This design comes from an exercise in tuning for small area on the open sky130 flow, not from production work.
In this exercise RTL edits were held to simulation tests only and were not proved equivalent to the original.
No activity file was given, so power comes from the tool's default toggle rates.

==> design/flow/design.v <==
module trigger (
    input wire clk,
    input wire rst,
    input wire signal_in,
    output reg triggered
);
reg prev_signal_in;
always @(posedge clk or posedge rst) begin
    if (rst) begin
        prev_signal_in <= 1'b0;
        triggered <= 1'b0;
    end else begin
        prev_signal_in <= signal_in;
        triggered <= prev_signal_in && !signal_in;
    end
end
endmodule
module lfsr (
    input wire CLK,
    input wire RST,
    output reg [15:0] rand_out
);
    always @(posedge CLK or posedge RST) begin
        if(RST) begin
            rand_out <= 16'hACE1;
        end else begin
            rand_out <= {rand_out[14:0], rand_out[15] ^ rand_out[13]};
        end
    end
endmodule
module obstacle_manager(
    input wire CLK,
    input wire RST,
    input wire shift_enable,
    input wire jump_trigger,
    input wire start_game,
    input wire force_game_over,
    input wire [15:0] rand_val,
    output reg game_over,
    output reg dino_on_ground,
    output reg [31:0] score,
    output wire [31:0] obstacle_map_flat
);
    localparam SCORE_LIMIT = 2000;
    reg [1:0] obstacles[0:15];
    integer idx;
    integer check;
    reg any_obs;
    reg [3:0] jump_cnt;
    reg jump_latch;
    always @(posedge CLK or posedge RST) begin
        if(RST) begin
            for(idx=0; idx<16; idx=idx+1)
                obstacles[idx] <= 2'b00;
            dino_on_ground <= 1;
            jump_cnt <= 0;
            score <= 0;
            game_over <= 0;
            jump_latch <= 0;  
        end else begin
            if(jump_trigger && dino_on_ground)
                jump_latch <= 1;
            if(start_game) begin
                for(idx=0; idx<16; idx=idx+1)
                    obstacles[idx] <= 2'b00;
                dino_on_ground <= 1;
                jump_cnt <= 0;
                score <= 0;
                game_over <= 0;
                jump_latch <= 0;  
            end else if(!game_over && shift_enable) begin
                for(idx=0; idx<15; idx=idx+1)
                    obstacles[idx] <= obstacles[idx+1];
                obstacles[15] <= 2'b00;
                any_obs = 0;
                for(check=5; check<=15; check=check+1) begin
                    if(obstacles[check] != 2'b00)
                        any_obs = 1;
                end
                if(!any_obs) begin
                    if(rand_val[1:0] != 2'b11) begin
                        obstacles[15] <= (rand_val[2]) ? 2'b01 : 2'b10;
                    end
                end
                if(jump_latch && dino_on_ground) begin
                    dino_on_ground <= 0;
                    jump_cnt <= 2;
                    jump_latch <= 0;  
                end else if(!dino_on_ground) begin
                    if(jump_cnt > 0) jump_cnt <= jump_cnt - 1;
                    else dino_on_ground <= 1;
                end
                if(obstacles[0] != 2'b00 && dino_on_ground) begin
                    game_over <= 1;
                end
                score <= score + 1;
                if(score >= SCORE_LIMIT)
                    game_over <= 1;
            end
            if(force_game_over && !game_over) begin
                game_over <= 1;
            end
        end
    end
    genvar i;
    generate
        for(i=0; i<16; i=i+1) begin : FLATTEN
            assign obstacle_map_flat[2*i+1 : 2*i] = obstacles[i];
        end
    endgenerate
endmodule
module seg_controller (
    input wire CLK,
    input wire RST,
    input wire [31:0] BINARY_SCORE,  
    output reg [7:0] Com,
    output reg AR_SEG_A,
    output reg AR_SEG_B,
    output reg AR_SEG_C,
    output reg AR_SEG_D,
    output reg AR_SEG_E,
    output reg AR_SEG_F,
    output reg AR_SEG_G
);
    integer i;
    reg [31:0] value;
    reg [3:0] digits[7:0];
    always @(*) begin
        value = BINARY_SCORE;
        for (i=0; i<8; i=i+1) begin
            digits[i] = value % 10;
            value = value / 10;
        end
    end
    reg [2:0] digit_select;
    reg [15:0] mux_cnt;
    always @(posedge CLK or posedge RST) begin
        if(RST) mux_cnt <= 0;
        else mux_cnt <= mux_cnt + 1;
    end
    always @(*) begin
        digit_select = mux_cnt[12:10];
    end
    reg [6:0] seg_data;
    always @(*) begin
        case(digits[digit_select])
            4'd0: seg_data = 7'b1111110;
            4'd1: seg_data = 7'b0110000;
            4'd2: seg_data = 7'b1101101;
            4'd3: seg_data = 7'b1111001;
            4'd4: seg_data = 7'b0110011;
            4'd5: seg_data = 7'b1011011;
            4'd6: seg_data = 7'b1011111;
            4'd7: seg_data = 7'b1110010;
            4'd8: seg_data = 7'b1111111;
            4'd9: seg_data = 7'b1111011;
            default: seg_data = 7'b0000000;
        endcase
    end
    always @(*) begin
        Com = 8'b11111111;
        Com[7 - digit_select] = 0;
    end
    always @(posedge CLK or posedge RST) begin
        if(RST) begin
            {AR_SEG_A, AR_SEG_B, AR_SEG_C, AR_SEG_D, AR_SEG_E, AR_SEG_F, AR_SEG_G} <= 7'b1111111;
        end else begin
            {AR_SEG_A, AR_SEG_B, AR_SEG_C, AR_SEG_D, AR_SEG_E, AR_SEG_F, AR_SEG_G} <= seg_data;
        end
    end
endmodule
module tlcd_controller(
    input wire RESETN,                       
    input wire CLK,                          
    input wire ENABLE,                       
    output reg TLCD_E,                       
    output reg TLCD_RS,                      
    output reg TLCD_RW,                      
    output reg [7:0] TLCD_DATA,              
    input wire [8*16-1:0] TEXT_STRING_UPPER, 
    input wire [8*16-1:0] TEXT_STRING_LOWER  
);
    parameter E_PULSE_WIDTH = 1;     
    parameter EXEC_TIME = 40;        
    parameter CLEAR_EXEC_TIME = 1640;  
    reg [4:0] STATE;
    parameter IDLE = 5'd0,
              FUNCTION_SET = 5'd1,
              FUNCTION_SET_WAIT = 5'd2,
              DISP_ONOFF = 5'd3,
              DISP_ONOFF_WAIT = 5'd4,
              ENTRY_MODE = 5'd5,
              ENTRY_MODE_WAIT = 5'd6,
              CLEAR_DISP = 5'd7,
              CLEAR_DISP_WAIT = 5'd8,
              LINE1_ADDR = 5'd9,
              LINE1_ADDR_WAIT = 5'd10,
              LINE1_WRITE = 5'd11,
              LINE1_WRITE_WAIT = 5'd12,
              LINE2_ADDR = 5'd13,
              LINE2_ADDR_WAIT = 5'd14,
              LINE2_WRITE = 5'd15,
              LINE2_WRITE_WAIT = 5'd16,
              DONE = 5'd17;
    reg [15:0] CNT;
    reg [4:0] char_index;
    reg prev_ENABLE;
    always @(posedge CLK or posedge RESETN) begin
        if (RESETN) begin
            STATE <= IDLE;
            CNT <= 0;
            char_index <= 0;
            prev_ENABLE <= 0;
            TLCD_E <= 1'b0;
            TLCD_RS <= 1'b0;
            TLCD_RW <= 1'b0;
            TLCD_DATA <= 8'b00000000;
        end else begin
            prev_ENABLE <= ENABLE;
            case (STATE)
                IDLE: begin
                    CNT <= 0;
                    TLCD_E <= 1'b0;
                    if (ENABLE && !prev_ENABLE) begin
                        STATE <= FUNCTION_SET;
                    end
                end
                FUNCTION_SET: begin
                    TLCD_RS <= 1'b0;
                    TLCD_RW <= 1'b0;
                    TLCD_DATA <= 8'b00111000;  
                    TLCD_E <= 1'b1;
                    CNT <= 0;
                    STATE <= FUNCTION_SET_WAIT;
                end
                FUNCTION_SET_WAIT: begin
                    CNT <= CNT + 1;
                    if (CNT >= E_PULSE_WIDTH) begin
                        TLCD_E <= 1'b0;
                    end
                    if (CNT >= EXEC_TIME) begin
                        CNT <= 0;
                        STATE <= DISP_ONOFF;
                    end
                end
                DISP_ONOFF: begin
                    TLCD_RS <= 1'b0;
                    TLCD_RW <= 1'b0;
                    TLCD_DATA <= 8'b00001100;  
                    TLCD_E <= 1'b1;
                    CNT <= 0;
                    STATE <= DISP_ONOFF_WAIT;
                end
                DISP_ONOFF_WAIT: begin
                    CNT <= CNT + 1;
                    if (CNT >= E_PULSE_WIDTH) begin
                        TLCD_E <= 1'b0;
                    end
                    if (CNT >= EXEC_TIME) begin
                        CNT <= 0;
                        STATE <= ENTRY_MODE;
                    end
                end
                ENTRY_MODE: begin
                    TLCD_RS <= 1'b0;
                    TLCD_RW <= 1'b0;
                    TLCD_DATA <= 8'b00000110;  
                    TLCD_E <= 1'b1;
                    CNT <= 0;
                    STATE <= ENTRY_MODE_WAIT;
                end
                ENTRY_MODE_WAIT: begin
                    CNT <= CNT + 1;
                    if (CNT >= E_PULSE_WIDTH) begin
                        TLCD_E <= 1'b0;
                    end
                    if (CNT >= EXEC_TIME) begin
                        CNT <= 0;
                        STATE <= CLEAR_DISP;
                    end
                end
                CLEAR_DISP: begin
                    TLCD_RS <= 1'b0;
                    TLCD_RW <= 1'b0;
                    TLCD_DATA <= 8'b00000001;  
                    TLCD_E <= 1'b1;
                    CNT <= 0;
                    STATE <= CLEAR_DISP_WAIT;
                end
                CLEAR_DISP_WAIT: begin
                    CNT <= CNT + 1;
                    if (CNT >= E_PULSE_WIDTH) begin
                        TLCD_E <= 1'b0;
                    end
                    if (CNT >= CLEAR_EXEC_TIME) begin
                        CNT <= 0;
                        STATE <= LINE1_ADDR;
                    end
                end
                LINE1_ADDR: begin
                    TLCD_RS <= 1'b0;
                    TLCD_RW <= 1'b0;
                    TLCD_DATA <= 8'b10000000;  
                    TLCD_E <= 1'b1;
                    CNT <= 0;
                    STATE <= LINE1_ADDR_WAIT;
                end
                LINE1_ADDR_WAIT: begin
                    CNT <= CNT + 1;
                    if (CNT >= E_PULSE_WIDTH) begin
                        TLCD_E <= 1'b0;
                    end
                    if (CNT >= EXEC_TIME) begin
                        CNT <= 0;
                        char_index <= 0;
                        STATE <= LINE1_WRITE;
                    end
                end
                LINE1_WRITE: begin
                    if (char_index < 16) begin
                        TLCD_RS <= 1'b1;
                        TLCD_RW <= 1'b0;
                        TLCD_DATA <= TEXT_STRING_UPPER[(15 - char_index)*8 +:8];
                        TLCD_E <= 1'b1;
                        CNT <= 0;
                        STATE <= LINE1_WRITE_WAIT;
                    end else begin
                        STATE <= LINE2_ADDR;
                    end
                end
                LINE1_WRITE_WAIT: begin
                    CNT <= CNT + 1;
                    if (CNT >= E_PULSE_WIDTH) begin
                        TLCD_E <= 1'b0;
                    end
                    if (CNT >= EXEC_TIME) begin
                        CNT <= 0;
                        char_index <= char_index + 1;
                        STATE <= LINE1_WRITE;
                    end
                end
                LINE2_ADDR: begin
                    TLCD_RS <= 1'b0;
                    TLCD_RW <= 1'b0;
                    TLCD_DATA <= 8'b11000000;  
                    TLCD_E <= 1'b1;
                    CNT <= 0;
                    STATE <= LINE2_ADDR_WAIT;
                end
                LINE2_ADDR_WAIT: begin
                    CNT <= CNT + 1;
                    if (CNT >= E_PULSE_WIDTH) begin
                        TLCD_E <= 1'b0;
                    end
                    if (CNT >= EXEC_TIME) begin
                        CNT <= 0;
                        char_index <= 0;
                        STATE <= LINE2_WRITE;
                    end
                end
                LINE2_WRITE: begin
                    if (char_index < 16) begin
                        TLCD_RS <= 1'b1;
                        TLCD_RW <= 1'b0;
                        TLCD_DATA <= TEXT_STRING_LOWER[(15 - char_index)*8 +:8];
                        TLCD_E <= 1'b1;
                        CNT <= 0;
                        STATE <= LINE2_WRITE_WAIT;
                    end else begin
                        STATE <= DONE;
                    end
                end
                LINE2_WRITE_WAIT: begin
                    CNT <= CNT + 1;
                    if (CNT >= E_PULSE_WIDTH) begin
                        TLCD_E <= 1'b0;
                    end
                    if (CNT >= EXEC_TIME) begin
                        CNT <= 0;
                        char_index <= char_index + 1;
                        STATE <= LINE2_WRITE;
                    end
                end
                DONE: begin
                    STATE <= IDLE;
                end
                default: begin
                    STATE <= IDLE;
                end
            endcase
        end
    end
endmodule
module custom_font_loader(
    input wire RESETN,
    input wire CLK,  
    output reg TLCD_E,
    output reg TLCD_RS,
    output reg TLCD_RW,
    output reg [7:0] TLCD_DATA,
    output reg DONE  
);
    parameter E_PULSE_WIDTH = 1;     
    parameter EXEC_TIME = 40;        
    parameter INIT_DELAY = 15000;    
    parameter INIT = 3'b000, LOAD_FONT = 3'b001, WAIT_EXEC = 3'b010, FINISHED = 3'b011, INIT_WAIT = 3'b100;
    reg [2:0] STATE;
    reg [5:0] cf_addr;  
    reg [15:0] CNT;
    function [7:0] custom_font;
        input [5:0] addr;
    begin
        case (addr)
            6'd0: custom_font = 8'b00000110;
            6'd1: custom_font = 8'b00000111;
            6'd2: custom_font = 8'b00000100;
            6'd3: custom_font = 8'b00000110;
            6'd4: custom_font = 8'b00001100;
            6'd5: custom_font = 8'b00011100;
            6'd6: custom_font = 8'b00011100;
            6'd7: custom_font = 8'b00010100;
            6'd8: custom_font = 8'b00001100;
            6'd9: custom_font = 8'b00001110;
            6'd10: custom_font = 8'b00001000;
            6'd11: custom_font = 8'b00001110;
            6'd12: custom_font = 8'b00001100;
            6'd13: custom_font = 8'b00011100;
            6'd14: custom_font = 8'b00011100;
            6'd15: custom_font = 8'b00001000;
            6'd16: custom_font = 8'b00000110;
            6'd17: custom_font = 8'b00000111;
            6'd18: custom_font = 8'b00001110;
            6'd19: custom_font = 8'b00011110;
            6'd20: custom_font = 8'b00011100;
            6'd21: custom_font = 8'b00001000;
            6'd22: custom_font = 8'b00000000;
            6'd23: custom_font = 8'b00000000;
            6'd24: custom_font = 8'b00000100;
            6'd25: custom_font = 8'b00010100;
            6'd26: custom_font = 8'b00010101;
            6'd27: custom_font = 8'b00010101;
            6'd28: custom_font = 8'b00001101;
            6'd29: custom_font = 8'b00000110;
            6'd30: custom_font = 8'b00000100;
            6'd31: custom_font = 8'b00000100;
            6'd32: custom_font = 8'b00000000;
            6'd33: custom_font = 8'b00000100;
            6'd34: custom_font = 8'b00000101;
            6'd35: custom_font = 8'b00010101;
            6'd36: custom_font = 8'b00010101;
            6'd37: custom_font = 8'b00010110;
            6'd38: custom_font = 8'b00001100;
            6'd39: custom_font = 8'b00000100;
            default: custom_font = 8'b00000000;
        endcase
    end
    endfunction
    always @(posedge CLK or posedge RESETN) begin
        if (RESETN) begin
            STATE <= INIT;
            cf_addr <= 0;
            CNT <= 0;
            DONE <= 0;
            TLCD_E <= 1'b0;
            TLCD_RS <= 1'b0;
            TLCD_RW <= 1'b0;
            TLCD_DATA <= 8'b00000000;
        end else begin
            case (STATE)
                INIT: begin
                    CNT <= CNT + 1;
                    if (CNT >= INIT_DELAY) begin
                        CNT <= 0;
                        TLCD_RS <= 1'b0;
                        TLCD_RW <= 1'b0;
                        TLCD_DATA <= 8'b01000000;  
                        TLCD_E <= 1'b1;
                        STATE <= WAIT_EXEC;
                    end
                end
                WAIT_EXEC: begin
                    CNT <= CNT + 1;
                    if (CNT >= E_PULSE_WIDTH) begin
                        TLCD_E <= 1'b0;
                    end
                    if (CNT >= EXEC_TIME) begin
                        CNT <= 0;
                        if (cf_addr < 6'd40) begin
                            TLCD_RS <= 1'b1;
                            TLCD_RW <= 1'b0;
                            TLCD_DATA <= custom_font(cf_addr);
                            TLCD_E <= 1'b1;
                            cf_addr <= cf_addr + 1;
                            STATE <= LOAD_FONT;
                        end else begin
                            STATE <= FINISHED;
                        end
                    end
                end
                LOAD_FONT: begin
                    CNT <= CNT + 1;
                    if (CNT >= E_PULSE_WIDTH) begin
                        TLCD_E <= 1'b0;
                    end
                    if (CNT >= EXEC_TIME) begin
                        CNT <= 0;
                        if (cf_addr < 6'd40) begin
                            TLCD_RS <= 1'b1;
                            TLCD_RW <= 1'b0;
                            TLCD_DATA <= custom_font(cf_addr);
                            TLCD_E <= 1'b1;
                            cf_addr <= cf_addr + 1;
                            STATE <= LOAD_FONT;
                        end else begin
                            STATE <= FINISHED;
                        end
                    end
                end
                FINISHED: begin
                    TLCD_E <= 1'b0;
                    DONE <= 1;
                end
                default: STATE <= INIT;
            endcase
        end
    end
endmodule
module main(
    input wire CLK,
    input wire RST,
    input wire [9:0] Keypad,
    input wire KeypadHash,
    output wire TLCD_E,
    output wire TLCD_RS,
    output wire TLCD_RW,
    output wire [7:0] TLCD_DATA,
    output wire AR_SEG_A,
    output wire AR_SEG_B,
    output wire AR_SEG_C,
    output wire AR_SEG_D,
    output wire AR_SEG_E,
    output wire AR_SEG_F,
    output wire AR_SEG_G,
    output wire [7:0] AR_COM
);
    localparam STATE_FONT_LOAD = 0;
    localparam STATE_MAIN_MENU = 1;
    localparam STATE_GAME      = 2;
    localparam STATE_GAME_OVER = 3;
    reg [1:0] cur_state, next_state;
    reg [1:0] prev_state;
    wire font_loader_done;
    wire TLCD_E_font, TLCD_RS_font, TLCD_RW_font;
    wire [7:0] TLCD_DATA_font;
    wire TLCD_E_text, TLCD_RS_text, TLCD_RW_text;
    wire [7:0] TLCD_DATA_text;
    reg [8*16-1:0] TEXT_UPPER;
    reg [8*16-1:0] TEXT_LOWER;
    reg enable_lcd;
    reg enable_lcd_delay_state;     
    reg enable_lcd_delay_shift;     
    integer i;
    reg [7:0] upper_line[0:15];
    reg [7:0] lower_line[0:15];
    reg [1:0] obs_val;
    function [1:0] get_obstacle;
        input [31:0] flat;
        input [3:0] idx;
    begin
        case (idx)
            4'd0:  get_obstacle = flat[1:0];
            4'd1:  get_obstacle = flat[3:2];
            4'd2:  get_obstacle = flat[5:4];
            4'd3:  get_obstacle = flat[7:6];
            4'd4:  get_obstacle = flat[9:8];
            4'd5:  get_obstacle = flat[11:10];
            4'd6:  get_obstacle = flat[13:12];
            4'd7:  get_obstacle = flat[15:14];
            4'd8:  get_obstacle = flat[17:16];
            4'd9:  get_obstacle = flat[19:18];
            4'd10: get_obstacle = flat[21:20];
            4'd11: get_obstacle = flat[23:22];
            4'd12: get_obstacle = flat[25:24];
            4'd13: get_obstacle = flat[27:26];
            4'd14: get_obstacle = flat[29:28];
            4'd15: get_obstacle = flat[31:30];
            default: get_obstacle = 2'b00;
        endcase
    end
    endfunction
    custom_font_loader font_loader (
        .RESETN(RST),
        .CLK(CLK),
        .TLCD_E(TLCD_E_font),
        .TLCD_RS(TLCD_RS_font),
        .TLCD_RW(TLCD_RW_font),
        .TLCD_DATA(TLCD_DATA_font),
        .DONE(font_loader_done)
    );
    tlcd_controller lcd_ctrl(
        .RESETN(RST),
        .CLK(CLK),
        .ENABLE(enable_lcd),
        .TLCD_E(TLCD_E_text),
        .TLCD_RS(TLCD_RS_text),
        .TLCD_RW(TLCD_RW_text),
        .TLCD_DATA(TLCD_DATA_text),
        .TEXT_STRING_UPPER(TEXT_UPPER),
        .TEXT_STRING_LOWER(TEXT_LOWER)
    );
    assign TLCD_E    = font_loader_done ? TLCD_E_text    : TLCD_E_font;
    assign TLCD_RS   = font_loader_done ? TLCD_RS_text   : TLCD_RS_font;
    assign TLCD_RW   = font_loader_done ? TLCD_RW_text   : TLCD_RW_font;
    assign TLCD_DATA = font_loader_done ? TLCD_DATA_text : TLCD_DATA_font;
    reg any_digit_input;
    integer k;
    always @(*) begin
        any_digit_input = 1'b0;
        for(k=0; k<10; k=k+1) begin
            if(Keypad[k] == 1'b1)
                any_digit_input = 1'b1;
        end
    end
    wire trig_any_digit;
    wire trig_hash;
    trigger trig_digit (
        .clk(CLK),
        .rst(RST),
        .signal_in(any_digit_input),
        .triggered(trig_any_digit)
    );
    trigger trig_hash_in (
        .clk(CLK),
        .rst(RST),
        .signal_in(KeypadHash),
        .triggered(trig_hash)
    );
    wire [15:0] rand_val;
    lfsr lfsr_inst (
        .CLK(CLK),
        .RST(RST),
        .rand_out(rand_val)
    );
    wire om_game_over;
    wire dino_on_ground;
    wire [31:0] score;
    wire [31:0] obstacle_map_flat;
    reg start_game;
    localparam SHIFT_LIMIT = 3999;
    reg shift_enable;
    reg [17:0] timer_cnt;
    always @(posedge CLK or posedge RST) begin
        if(RST) begin
            timer_cnt <= 0;
            shift_enable <= 0;
        end else begin
            if(timer_cnt < SHIFT_LIMIT) begin
                timer_cnt <= timer_cnt + 1;
                shift_enable <= 0;
            end else begin
                timer_cnt <= 0;
                shift_enable <= 1;
            end
        end
    end
    reg prev_shift_enable;
    always @(posedge CLK or posedge RST) begin
        if(RST) prev_shift_enable <= 0;
        else prev_shift_enable <= shift_enable;
    end
    wire force_game_over_signal = (cur_state == STATE_GAME) ? trig_hash : 1'b0;
    wire jump_trigger_signal = (cur_state == STATE_GAME && trig_any_digit);
    obstacle_manager om (
        .CLK(CLK),
        .RST(RST),
        .shift_enable((cur_state == STATE_GAME) ? shift_enable : 1'b0),
        .jump_trigger(jump_trigger_signal),
        .start_game(start_game),
        .force_game_over(force_game_over_signal),
        .rand_val(rand_val),
        .game_over(om_game_over),
        .dino_on_ground(dino_on_ground),
        .score(score),
        .obstacle_map_flat(obstacle_map_flat)
    );
    wire [7:0] com_out;
    wire seg_a, seg_b, seg_c, seg_d, seg_e, seg_f, seg_g;
    seg_controller segc(
        .CLK(CLK),
        .RST(RST),
        .BINARY_SCORE((cur_state == STATE_GAME || cur_state == STATE_GAME_OVER) ? score : 0),
        .Com(com_out),
        .AR_SEG_A(seg_a),
        .AR_SEG_B(seg_b),
        .AR_SEG_C(seg_c),
        .AR_SEG_D(seg_d),
        .AR_SEG_E(seg_e),
        .AR_SEG_F(seg_f),
        .AR_SEG_G(seg_g)
    );
    assign AR_COM = com_out;
    assign AR_SEG_A = seg_a;
    assign AR_SEG_B = seg_b;
    assign AR_SEG_C = seg_c;
    assign AR_SEG_D = seg_d;
    assign AR_SEG_E = seg_e;
    assign AR_SEG_F = seg_f;
    assign AR_SEG_G = seg_g;
    always @(posedge CLK or posedge RST) begin
        if(RST) begin
            cur_state <= STATE_FONT_LOAD;
            prev_state <= STATE_FONT_LOAD;
        end else begin
            prev_state <= cur_state;
            cur_state <= next_state;
        end
    end
    always @(*) begin
        next_state = cur_state;
        case(cur_state)
            STATE_FONT_LOAD: begin
                if(font_loader_done) next_state = STATE_MAIN_MENU;
            end
            STATE_MAIN_MENU: begin
                if(trig_any_digit) next_state = STATE_GAME;
            end
            STATE_GAME: begin
                if(om_game_over) next_state = STATE_GAME_OVER;
            end
            STATE_GAME_OVER: begin
                if(trig_any_digit || trig_hash) next_state = STATE_GAME;
            end
        endcase
    end
    always @(posedge CLK or posedge RST) begin
        if(RST) begin
            start_game <= 0;
        end else begin
            start_game <= 0;
            if((cur_state == STATE_MAIN_MENU && next_state == STATE_GAME) ||
               (cur_state == STATE_GAME_OVER && next_state == STATE_GAME))
                start_game <= 1;
        end
    end
    function [7:0] get_char_for_obstacle_char(input [1:0] obs_val);
        begin
            if(obs_val == 2'b00) get_char_for_obstacle_char = 8'h20;  
            else get_char_for_obstacle_char = 8'h04;  
        end
    endfunction
    function [7:0] get_dino_char(
        input dino_on_ground,
        input [31:0] sc
    );
        begin
            if(dino_on_ground) begin
                if(((sc >> 1) & 1) == 0)
                    get_dino_char = 8'h00;
                else
                    get_dino_char = 8'h01;
            end else begin
                get_dino_char = 8'h02;
            end
        end
    endfunction
    reg [31:0] saved_obs;
    reg saved_ground;
    reg saved_sc1;
    always @(posedge CLK or posedge RST) begin
        if(RST) begin
            saved_obs <= 0;
            saved_ground <= 0;
            saved_sc1 <= 0;
        end else if(cur_state == STATE_GAME) begin
            saved_obs <= obstacle_map_flat;
            saved_ground <= dino_on_ground;
            saved_sc1 <= score[1];
        end
    end
    wire in_game = (cur_state == STATE_GAME);
    wire [31:0] line_obs = in_game ? obstacle_map_flat : saved_obs;
    wire line_ground = in_game ? dino_on_ground : saved_ground;
    wire [31:0] line_score = in_game ? score : {30'd0, saved_sc1, 1'b0};
    always @(*) begin
        for(i=0;i<16;i=i+1) begin
            upper_line[i] = 8'h20;
            lower_line[i] = 8'h20;
        end
        if(line_ground) begin
            lower_line[0] = get_dino_char(line_ground, line_score);
        end else begin
            upper_line[0] = get_dino_char(line_ground, line_score);
        end
        for(i=0;i<16;i=i+1) begin
            obs_val = get_obstacle(line_obs, i);
            if(obs_val != 2'b00) begin
                lower_line[i] = get_char_for_obstacle_char(obs_val);
            end
        end
        TEXT_UPPER = "                ";
        TEXT_LOWER = "                ";
        case(cur_state)
            STATE_FONT_LOAD: begin
                TEXT_UPPER = "LOADING FONTS...  ";
                TEXT_LOWER = "                ";
            end
            STATE_MAIN_MENU: begin
                TEXT_UPPER = "    PRESS ANY KEY";
                TEXT_LOWER = {8'h00,"  TO START GAME"};
            end
            STATE_GAME: begin
                TEXT_UPPER = {
                    upper_line[0],upper_line[1],upper_line[2],upper_line[3],
                    upper_line[4],upper_line[5],upper_line[6],upper_line[7],
                    upper_line[8],upper_line[9],upper_line[10],upper_line[11],
                    upper_line[12],upper_line[13],upper_line[14],upper_line[15]
                };
                TEXT_LOWER = {
                    lower_line[0],lower_line[1],lower_line[2],lower_line[3],
                    lower_line[4],lower_line[5],lower_line[6],lower_line[7],
                    lower_line[8],lower_line[9],lower_line[10],lower_line[11],
                    lower_line[12],lower_line[13],lower_line[14],lower_line[15]
                };
            end
            STATE_GAME_OVER: begin
                TEXT_UPPER = "GAME OVER       ";
                TEXT_LOWER = {
                    lower_line[0],lower_line[1],lower_line[2],lower_line[3],
                    lower_line[4],lower_line[5],lower_line[6],lower_line[7],
                    lower_line[8],lower_line[9],lower_line[10],lower_line[11],
                    lower_line[12],lower_line[13],lower_line[14],lower_line[15]
                };
            end
        endcase
    end
    always @(posedge CLK or posedge RST) begin
        if(RST) begin
            enable_lcd <= 0;
            enable_lcd_delay_state <= 0;
            enable_lcd_delay_shift <= 0;
        end else begin
            if(prev_state != cur_state) begin
                enable_lcd <= 0;
                enable_lcd_delay_state <= 1;
            end else if(enable_lcd_delay_state) begin
                enable_lcd <= 1;
                enable_lcd_delay_state <= 0;
            end
            if(!prev_shift_enable && shift_enable) begin
                enable_lcd <= 0;
                enable_lcd_delay_shift <= 1;
            end else if(enable_lcd_delay_shift) begin
                enable_lcd <= 1;
                enable_lcd_delay_shift <= 0;
            end
        end
    end
endmodule
==> design/flow/run.sh <==
#!/bin/bash
# synth_recipe.tcl (not shown) runs the flow's synth.tcl, then flattens the netlist and writes it again
# the make line also repeats each setting of config.mk as NAME=value (left out here)
make -C /OpenROAD-flow-scripts/flow DESIGN_CONFIG=/design/flow/config.mk WORK_HOME=/design/flow/orfs CLKGATE_MAP_FILE= SYNTH_SCRIPT=/design/flow/synth_recipe.tcl finish
==> design/flow/config.mk <==
export PLATFORM = sky130hd
export DESIGN_NAME = main
export DESIGN_NICKNAME = main
export VERILOG_FILES = /design/flow/design.v
export SDC_FILE = /design/flow/constraint.sdc
export NUM_CORES = 4
export LEC_CHECK = 0
export CAP_MARGIN = 20
export CORE_MARGIN = 2
export CORE_UTILIZATION = 40
export SLEW_MARGIN = 20
==> design/flow/constraint.sdc <==
create_clock -name core_clock -period 35.0 [get_ports {CLK}]
set_input_delay 7.0000 -clock core_clock [delete_from_list [all_inputs] [get_ports {CLK}]]
set_output_delay 7.0000 -clock core_clock [all_outputs]
set_load 0.01 [all_outputs]
==> flow_summary.yaml <==
routing:
  wirelength_um: 131700
  drc: 0
  vias: 43720
  wl_per_cell_um: 20.30
  drtIter0Drc: 4785
  ant_nets: 0
  dr.pass1.iters: 8
  viasPerCell: 6.741
setup_path:
  ff2ff_setup_slack_ns: 14.63
  rr_worst_depth: 54
  r2r-end: "segc.AR_SEG_G"
  end_kind: "flip-flop"
  cp.arrival_ns: 20.87
  critPathSlowestCell: "dfrtp_1"
  max_stage_delay_ns: 1.00
  required_ns: 35.50
  critPathKind: "flip-flop to flip-flop"
  rr_startpoint: "om.score[29]"
  worstSetupStartpointType: "flip-flop"
  crit_fanout: 34
pwr:
  p_comb_share_pct: 11.6
  p_clk_share_pct: 43.8
  peakVddDrop_mv: 0.04147
  internal-power_mw: 0.4984
  leakagePower_nw: 14.86
  switching_power_mw: 0.1963
  p_sw_share_pct: 28.26
  power.density_nw_per_um2: 17.05
  p_seq_share_pct: 44.6
yosys:
  synth_fa_ha_area_share_pct: 2.241
  syn_inst: 5456
  yosys.area_share.simple_pct: 27.40
  synth-xor-area-share_pct: 4.154
  ys_seq_elements: 243
  yosysSeqAreaShare_pct: 15.63
  synth_edf_count: 0
  yosysMostFrequentCell: "nand2_1"
  synth_common_cells: "nand2_1 (574), nor2_1 (521), a21oi_1 (395), o21ai_0 (310), clkbuf_1 (257)"
  ys.flop_type: "dfrtp_1"
  synth-async-reset-ratio_pct: 100.0
  ys_types: 162
  synth_top_family_by_area: "compound AO/OA/AOI/OAI gates"
  yosys.area.top_type_share_pct: 14.55
  syn_avg_cell_area_sq_um: 7.154
  yosys.area.top_type: "dfrtp_1"
  synthMuxAreaShare_pct: 4.908
  yosys-top-cells-area: "dfrtp_1 (15%), nand2_1 (5.5%), a21oi_1 (5.1%)"
  synth_area_sq_um: 39030
  synth-compound-area-share_pct: 39.87
  synth-warning-count: 11
clock_network:
  cts_sinks: 243
  tritoncts: "built"
  cts_hold_buf: 0
  cts_root_buf: "clkbuf_16"
  cts.path.max_buffers: 3
  clk_latency_ns: 0.58
  cts_resized: 0
  post-cts-setup-buffer-count: 0
  clk_pin_slew_ns: 0.06
  ctsHtreeMaxLevel: 1
  cts_buffers: 29
cells_and_area:
  area_growth_pct: 4.392
  design_area_sq_um: 40750
  drive_above_1_share_pct: 9.944
  fin_nets: 5259
  fillers: 10050
job:
  cap_violations: 0
sta:
  setup_viol: 0
  fin_crit_ns: 20.37
  slew_viol_final: 0
  setup-tns-final_ns: 0
  tightest_slew_ns: 1.092
  skew_ns: 0.03519
  hold_viol_final: 0
  finalCritPeriodShare_pct: 58.19
  fmax_ghz: 0.04910
  rsz0062_at_grt: "no"
  maxSlewHeadroom_pct: 25.14
  holdWs_ns: 0.3485
  worst_slack_ns: 14.63
global_routing:
  overflow: 0
  grt_max_degree: 120
  antenna_found_initial: 2
  grt_pass1_wl_um: 212300
  track_usage_pct: 24.96
  grt_pass1_vias: 39180
placement:
  gp_congestion: 0.9310
  place_area_sq_um: 39740
  io_buffer_count: 37
  hpwlAfterDp_um: 95680
  pre_cts_ws_ns: 14.89
floorplanning:
  io_pins: 39
  rows: 114
  initial_utilization_pct: 40.36
  fp.dieH_um: 316.4
  die_x_um: 316.4
  core-area_sq_um: 96710
  die_area_sq_um: 100100
worst_hold_path:
  holdPathEnd: "lfsr_inst.rand_out[9]"
  worstHoldStart: "lfsr_inst.rand_out[8]"
  hold-path-cell-count: 0
  hp-class: "flip-flop to flip-flop"
outcome:
  status: "timing/DRC/antenna clean"
## cell usage in the layout, fill, tap and decap left out, types with 89 or more instances in the layout
cell,Yosys,routed
xnor2_1,128,128
o21ai_0,310,310
a31oi_1,103,103
nand2_1,574,574
a21oi_1,395,395
nand3_1,251,250
inv_1,90,89
nand4_1,109,109
and2_1,93,93
mux2i_1,91,89
dfrtp_1,227,225
o211ai_1,100,100
nor3_1,201,200
nor2_1,521,520
## flip-flops by register name, summed over array words and instances (netlist names), 4 cells and up
name and count:
om.obstacles 32, om.score 32, saved_obs 32, timer_cnt 18, font_loader.CNT 16, lcd_ctrl.CNT 16
lfsr_inst.rand_out 16, segc.mux_cnt 13, lcd_ctrl.TLCD_DATA 8, font_loader.TLCD_DATA 6, font_loader.cf_addr 6, lcd_ctrl.STATE 5
lcd_ctrl.char_index 5, om.jump_cnt 4
## power groups by stage
stage,clock network (mW),logic [mW],registers [mW]
2_1_floorplan,0,0.0694,0.303
3_3_place_gp,0,0.0788,0.315
3_5_place_dp,0,0.0800,0.315
4_1_cts,0.313,0.0810,0.310
5_1_grt,0.326,0.0932,0.312
6_report,0.304,0.0804,0.310
## kinds of logic after synthesis
kind of cell / after synthesis
adder cells (fa/ha/maj): 72
flip-flops: 243
AND/OR/NAND/NOR: 2181
buffers and inverters: 519
AO/OA/AOI/OAI: 2085
other: 1
multiplexers: 178
XOR/XNOR: 177
## routing by layer
metal / vias to the layer above / part of all wire [%] / global-route usage, %
li1: 20630 / - / -
met1: 21060 / 46 / 36.31
met2: 1810 / 44 / 39.01
met3: 221 / 7.4 / 2.982
met4: 2 / 2.4 / 6.186
met5: - / 0.0061 / 0
## critical path: cells and delay by family (launching register included)
| family | cells | cell delay [ns] |
|---|---|---|
| AO/OA/AOI/OAI | 33 | 11.14 |
| XOR/XNOR | 1 | 0.32 |
| adder cells (fa/ha/maj) | 1 | 0.23 |
| flip-flops | 1 | 1.00 |
| multiplexers | 6 | 1.94 |
| AND/OR/NAND/NOR | 13 | 5.64 |
## final cells by class
class                   instances  area, sq um  share of cell area (%)
multi-input cells            4700        30760                   75.48
flip-flops and latches        243         6103                   14.98
well taps                    1276         1597                   3.918
repair buffers                110        918.4                   2.254
clock buffers                  34        784.5                   1.925
inverters                     102        390.4                  0.9581
clock inverters                20        195.2                  0.4790
diodes                          1        2.502                0.006141
## worst max path at each step
| stage | to | cells after the start | from | slack, ns |
|---|---|---|---|---|
| after floorplan | segc.AR_SEG_G | 61 | om.score[31] | 20.65 |
| after global routing | segc.AR_SEG_B | 50 | om.score[29] | 13.13 |
| final | segc.AR_SEG_G | 54 | om.score[29] | 14.63 |
| after detailed placement | segc.AR_SEG_G | 50 | om.score[29] | 14.89 |
| after global placement | segc.AR_SEG_G | 50 | om.score[29] | 15.37 |
| after CTS | segc.AR_SEG_G | 50 | om.score[29] | 14.86 |
## per-stage QoR
| step | power, mW | std cells | util, % |
|---|---|---|---|
| 3_3_place_gp | 0.3933 | 6430 | 41.09 |
| 4_1_cts | 0.7043 | 6484 | 42.11 |
| 2_1_floorplan | 0.3727 | 5462 | - |
| 6_report | 0.6947 | 6486 | 42.13 |
| 3_5_place_dp | 0.3951 | 6430 | 41.09 |
| 5_1_grt | 0.7312 | 6485 | 42.13 |

==> re-timing with driven ports <==
In the flow no input, the clock included, has a driving cell. The finished layout below was timed again as built, in two steps.
Step 1 (the two cells are an assumption about what drives the block):
set clk [get_ports {CLK}]
set_driving_cell -lib_cell sky130_fd_sc_hd__clkbuf_16 $clk
set_driving_cell -lib_cell sky130_fd_sc_hd__buf_2 [delete_from_list [all_inputs] $clk]
Step 2 moves the port delays by t, midway between the first and last clock arrival at a register: inputs arrive t later, outputs are due t later. That takes back most of the time a late clock gives input paths.
Slacks: no drivers / after step 1 / after step 2; pairs: no drivers / after step 1.
t, ns: 0.623
setup WS [ns]: 14.635 / 14.635 / 14.635
hold WS [ns]: 0.349 / 0.349 / 0.349
After both steps setup and hold are still met in this run. For this run, drivers alone change the setup slack by 0.000 ns; drivers and shift together by 0.000 ns.
